This design comes from an exercise in tuning for small area, a short achievable clock period and few clock cycles on the open sky130 flow, not from production work.
In this exercise RTL edits were held to simulation tests only and were not proved equivalent to the original.
No driver is modelled on the clock port, so clocking that relies on it looks cheaper here than on a real chip.
No activity file was given, so power comes from the tool's default toggle rates.

==> inputs of run a <==
## IMC
module IMC(
    clk,
    rst_n,
    IN_VALID,
    IN,
    OUT_VALID,
    OUT
    );
input           clk, rst_n, IN_VALID;
input  [ 3:0]   IN;
output reg      OUT_VALID;
output reg [13:0] OUT;
reg  [3:0] t;                    
reg  [3:0] p3, p2, p1, p0;
wire dt1;
wire dt2;
wire dt3;
wire dt4;
wire dt5;
wire dt6;
wire dt7;
wire dt8;
wire dt9;
wire dt10;
wire dt11;
wire dt12;
wire dt13;
wire dt14;
wire dt15;
wire dt16;
wire dt17;
wire dt18;
wire dt19;
wire dt20;
wire dt21;
wire dt22;
wire dt23;
wire dt24;
wire dt25;
wire dt26;
wire dt27;
wire dt28;
wire dt29;
wire dt30;
wire dt31;
wire dt32;
wire dt33;
wire dt34;
wire dt35;
wire dt36;
wire dt37;
wire dt38;
wire dt39;
wire dt40;
wire dt41;
wire dt42;
wire dt43;
wire dt44;
wire dt45;
wire dt46;
wire dt47;
wire dt48;
wire dt49;
wire dt50;
assign dt1 = ((p3[0] & p0[2])) ^ ((p3[1] & p0[1])) ^ ((p3[2] & p0[0]));
assign dt2 = (((p3[0] & p0[2])) & ((p3[1] & p0[1]))) | (((p3[0] & p0[2])) & ((p3[2] & p0[0]))) | (((p3[1] & p0[1])) & ((p3[2] & p0[0])));
assign dt3 = (~(p3[0] & p0[3])) ^ ((p3[1] & p0[2])) ^ ((p3[2] & p0[1]));
assign dt4 = ((~(p3[0] & p0[3])) & ((p3[1] & p0[2]))) | ((~(p3[0] & p0[3])) & ((p3[2] & p0[1]))) | (((p3[1] & p0[2])) & ((p3[2] & p0[1])));
assign dt5 = (~(p3[3] & p0[0])) ^ ((p2[0] & p1[3])) ^ (~(p2[1] & p1[2]));
assign dt6 = ((~(p3[3] & p0[0])) & ((p2[0] & p1[3]))) | ((~(p3[3] & p0[0])) & (~(p2[1] & p1[2]))) | (((p2[0] & p1[3])) & (~(p2[1] & p1[2])));
assign dt7 = (~(p3[1] & p0[3])) ^ ((p3[2] & p0[2])) ^ (~(p3[3] & p0[1]));
assign dt8 = ((~(p3[1] & p0[3])) & ((p3[2] & p0[2]))) | ((~(p3[1] & p0[3])) & (~(p3[3] & p0[1]))) | (((p3[2] & p0[2])) & (~(p3[3] & p0[1])));
assign dt9 = ((p2[1] & p1[3])) ^ (~(p2[2] & p1[2])) ^ ((p2[3] & p1[1]));
assign dt10 = (((p2[1] & p1[3])) & (~(p2[2] & p1[2]))) | (((p2[1] & p1[3])) & ((p2[3] & p1[1]))) | ((~(p2[2] & p1[2])) & ((p2[3] & p1[1])));
assign dt11 = ((p3[0] & p0[1])) ^ ((p3[1] & p0[0])) ^ (~(p2[0] & p1[1]));
assign dt12 = (((p3[0] & p0[1])) & ((p3[1] & p0[0]))) | (((p3[0] & p0[1])) & (~(p2[0] & p1[1]))) | (((p3[1] & p0[0])) & (~(p2[0] & p1[1])));
assign dt13 = (~(p2[0] & p1[2])) ^ (~(p2[1] & p1[1])) ^ (~(p2[2] & p1[0]));
assign dt14 = ((~(p2[0] & p1[2])) & (~(p2[1] & p1[1]))) | ((~(p2[0] & p1[2])) & (~(p2[2] & p1[0]))) | ((~(p2[1] & p1[1])) & (~(p2[2] & p1[0])));
  ...
==> flow/config.mk <==
export PLATFORM = sky130hd
export DESIGN_NAME = IMC
export DESIGN_NICKNAME = IMC
export VERILOG_FILES = /design/flow/design.v
export SDC_FILE = /design/flow/constraint.sdc
export NUM_CORES = 4
export LEC_CHECK = 0
export CAP_MARGIN = 20
export CORE_MARGIN = 2
export CORE_UTILIZATION = 40
export SLEW_MARGIN = 20
==> flow/constraint.sdc <==
create_clock -name core_clock -period 33.0 [get_ports {clk}]
set_input_delay 6.6000 -clock core_clock [delete_from_list [all_inputs] [get_ports {clk}]]
set_output_delay 6.6000 -clock core_clock [all_outputs]
set_load 0.01 [all_outputs]
standard.sh (not shown) runs the stock make flow with config.mk's settings and CLKGATE_MAP_FILE= SYNTH_SCRIPT=/design/flow/synth_recipe.tcl, a recipe that flattens the netlist after the stock synthesis.
==> flow/flow/run.sh <==
#!/bin/bash
# Layout flow: the standard synthesis, then the combinational logic between
# the (unchanged) flip-flops is mapped again by ABC for area; the rest is the
# standard ORFS layout, with the port buffers made of buf_2 cells and the root
# level of the clock tree dropped (flow/post_cts.tcl).
set -euo pipefail
HERE=$(pwd)
F=$HERE/flow
LIB=$FLOW_HOME/platforms/sky130hd/lib/sky130_fd_sc_hd__tt_025C_1v80.lib
RES=$HERE/orfs/results/sky130hd/IMC/base
YOSYS=$FLOW_HOME/../tools/install/yosys/bin/yosys
[[ -x $YOSYS ]] || YOSYS=yosys

# 1. standard synthesis
bash standard.sh synth > synth.log 2>&1

# 2. re-map the combinational logic
cp $RES/1_2_yosys.v $HERE/standard_netlist.v
{
  echo "read_liberty -ignore_miss_func $LIB"
  echo "blackbox $(tr '\n' ' ' < $F/seq_cells.txt)"
  echo "read_verilog $HERE/standard_netlist.v"
  echo "hierarchy -top $FLOW_TOP"
  echo "flatten"
  echo "hierarchy -top $FLOW_TOP"
  echo "opt -purge"
  echo "abc -liberty $LIB -script $F/area.abc $(sed 's/^/-dont_use /' $F/dont_use.txt | tr '\n' ' ')"
  echo "opt_clean -purge"
  echo "hilomap -singleton -hicell sky130_fd_sc_hd__conb_1 HI -locell sky130_fd_sc_hd__conb_1 LO"
  echo "splitnets"
  echo "opt_clean -purge"
  echo "stat -liberty $LIB"
  echo "write_verilog -noattr -noexpr -nohex -nodec $HERE/resynth.v"
} > $HERE/resynth.ys
$YOSYS -s $HERE/resynth.ys > resynth.log 2>&1
cp $HERE/resynth.v $RES/1_2_yosys.v
rm -f $RES/1_synth.odb $RES/1_synth.sdc
touch $RES/1_2_yosys.v

# 3. the standard layout from the new netlist
bash standard.sh BUFFER_PORTS_ARGS="-buffer_cell sky130_fd_sc_hd__buf_2" POST_CTS_TCL=$F/post_cts.tcl finish > layout.log 2>&1
==> flow/flow/area.abc <==
strash
&get -n
&deepsyn -J 50
&put
dch -f
amap
topo
buffer -c
upsize -D 4500
dnsize -D 4500
==> flow/flow/post_cts.tcl <==
set block [ord::get_db_block]
set clk_net [$block findNet clk]
set roots {}
foreach it [$clk_net getITerms] {
  set inst [$it getInst]
  if {[string match *clkbuf* [[$inst getMaster] getName]]} { lappend roots $inst }
}
if {[llength $roots] == 1} {
  set root [lindex $roots 0]
  set root_out [[$root findITerm X] getNet]
  set leaves {}
  set others 0
  foreach it [$root_out getITerms] {
    set inst [$it getInst]
    if {$inst eq $root} continue
    if {[string match *clkbuf* [[$inst getMaster] getName]]} { lappend leaves $inst } else { incr others }
  }
  if {[llength $leaves] >= 1 && [llength $leaves] <= 4 && $others == 0} {
    foreach inst $leaves {
      set a [$inst findITerm A]
      $a disconnect
      $a connect $clk_net
    }
    [$root findITerm A] disconnect
    odb::dbInst_destroy $root
    odb::dbNet_destroy $root_out
    puts "post_cts: clock port now drives [llength $leaves] leaf buffers directly"
    estimate_parasitics -placement
  } else {
    puts "post_cts: tree left as built ([llength $leaves] leaves, $others other loads)"
  }
}
Other scripts of this flow, unchanged in this note and not shown: flow/flow/dont_use.txt, flow/flow/seq_cells.txt
==> inputs of run b, as changes to run a <==
--- a/flow/flow/run.sh
+++ b/flow/flow/run.sh
@@ -2,6 +2,5 @@
 # Layout flow: the standard synthesis, then the combinational logic between
 # the (unchanged) flip-flops is mapped again by ABC for area; the rest is the
-# standard ORFS layout, with the port buffers made of buf_2 cells and the root
-# level of the clock tree dropped (flow/post_cts.tcl).
+# standard ORFS layout, with the port buffers made of buf_2 cells.
 set -euo pipefail
 HERE=$(pwd)
@@ -25,5 +24,5 @@
   echo "hierarchy -top $FLOW_TOP"
   echo "opt -purge"
-  echo "abc -liberty $LIB -script $F/area.abc $(sed 's/^/-dont_use /' $F/dont_use.txt | tr '\n' ' ')"
+  echo "abc -liberty $LIB -D 7000 -script $F/area.abc $(sed 's/^/-dont_use /' $F/dont_use.txt | tr '\n' ' ')"
   echo "opt_clean -purge"
   echo "hilomap -singleton -hicell sky130_fd_sc_hd__conb_1 HI -locell sky130_fd_sc_hd__conb_1 LO"
@@ -39,3 +38,3 @@
 
 # 3. the standard layout from the new netlist
-bash standard.sh BUFFER_PORTS_ARGS="-buffer_cell sky130_fd_sc_hd__buf_2" POST_CTS_TCL=$F/post_cts.tcl finish > layout.log 2>&1
+bash standard.sh BUFFER_PORTS_ARGS="-buffer_cell sky130_fd_sc_hd__buf_2" finish > layout.log 2>&1
==> flow/flow/area.abc (replaced) <==
strash
dc2
dch -f
amap
topo
buffer -c
upsize -c
dnsize -c
removed: flow/flow/post_cts.tcl
==> inputs of run c, as changes to run a <==
--- a/flow/flow/run.sh
+++ b/flow/flow/run.sh
@@ -2,6 +2,5 @@
 # Layout flow: the standard synthesis, then the combinational logic between
 # the (unchanged) flip-flops is mapped again by ABC for area; the rest is the
-# standard ORFS layout, with the port buffers made of buf_2 cells and the root
-# level of the clock tree dropped (flow/post_cts.tcl).
+# standard ORFS layout, with the port buffers made of buf_2 cells.
 set -euo pipefail
 HERE=$(pwd)
@@ -39,3 +38,3 @@
 
 # 3. the standard layout from the new netlist
-bash standard.sh BUFFER_PORTS_ARGS="-buffer_cell sky130_fd_sc_hd__buf_2" POST_CTS_TCL=$F/post_cts.tcl finish > layout.log 2>&1
+bash standard.sh BUFFER_PORTS_ARGS="-buffer_cell sky130_fd_sc_hd__buf_2" finish > layout.log 2>&1
CORE_UTILIZATION = 55   (was 40)
removed: flow/flow/post_cts.tcl
==> impl_summary.txt <==
----------------------------------------------------
[Worst setup path]
  Path depth of the worst reg2reg path ... 42

[Status]
  Run status ... complete, no violations

[Cells and area]
  Share of layout cells above drive strength 1 ... under 10%

[Synth]
  Mean instance size in the synthesized netlist ... 5.89 sq um

[Power and ir drop]
  Cell Pwr Density ... 53.2 nW/um^2

[Floorplan]
  Count of inserted tapcells ... 133

[Global routing]
  Met2 GRT Util ... 40.5%

----------------------------------------------------
The numbers above come from run a.

==> impl_summary.txt <==
----------------------------------------------------
[Synth]
  Mean instance size in the synthesized netlist ... 6.23 sq um

[Power and ir drop]
  Cell Pwr Density ... approximately 64 nW/um^2

[Cells and area]
  Count of clock buffers in the final design ... 7
  Register containing the most flip-flops in the final layout ... OUT
  Antenna diode instance count ... 0
  Number of sequential storage elements ... 43

[Worst setup path]
  Path depth of the worst reg2reg path ... 35
  Largest delay contributor family on the critical path ... flip-flops

[Status]
  Run status ... complete, no violations

[Global routing]
  Met2 GRT Util ... 38.7%

[Timing]
  Achievable clock frequency ... 0.136 GHz

----------------------------------------------------
The numbers above come from run b.

==> impl_summary.txt <==
----------------------------------------------------
[Worst setup path]
  Path depth of the worst reg2reg path ... 43

[Status]
  Run status ... complete, no violations

[Power and ir drop]
  Cell Pwr Density ... roughly 56 nW/um^2

[Worst hold path]
  Hold Crit Class ... reg2reg

[Cells and area]
  Layout buffer count excluding clock buffers ... 22
  Non-clock buffer share ... under 10%
  Core occupancy in the finished layout ... 60.3%

[Global routing]
  Met2 GRT Util ... between 50% and 60%

----------------------------------------------------
The numbers above come from run c.

Testbench counts of run a, summed over its fixed seeds: cycles 118,728.
Testbench counts of run b, summed over its fixed seeds: cycles 118,728.
Testbench counts of run c, summed over its fixed seeds: cycles 118,728.

what the ideal ports hide:
Ports are ideal in the flow. The routed layouts listed here were re-timed in OpenROAD.
Step 1: set_driving_cell puts a clkbuf_16 on clk and a buf_2 on each other input, an assumption about the parent block.
Step 2 moves the port delays by t, midway between the first and last clock arrival at a register: inputs arrive t later, outputs are due t later. That takes back most of the time a late clock gives input paths.
Slacks: ideal / step 1 / step 2; pairs: ideal / step 1.
run	shift t [ns]	setup WS [ns]	hold slack, ns
run a	0.195	25.816 / 25.763 / 25.756	0.381 / 0.381 / 0.381
run b	0.326	25.662 / 25.624 / 25.608	0.362 / 0.362 / 0.362
run c	0.326	25.649 / 25.615 / 25.748	0.385 / 0.385 / 0.385
After both steps every run listed still meets setup and hold. The setup slack of run a, which loses most, moves by -0.053 ns with the drivers and by -0.060 ns with both steps.
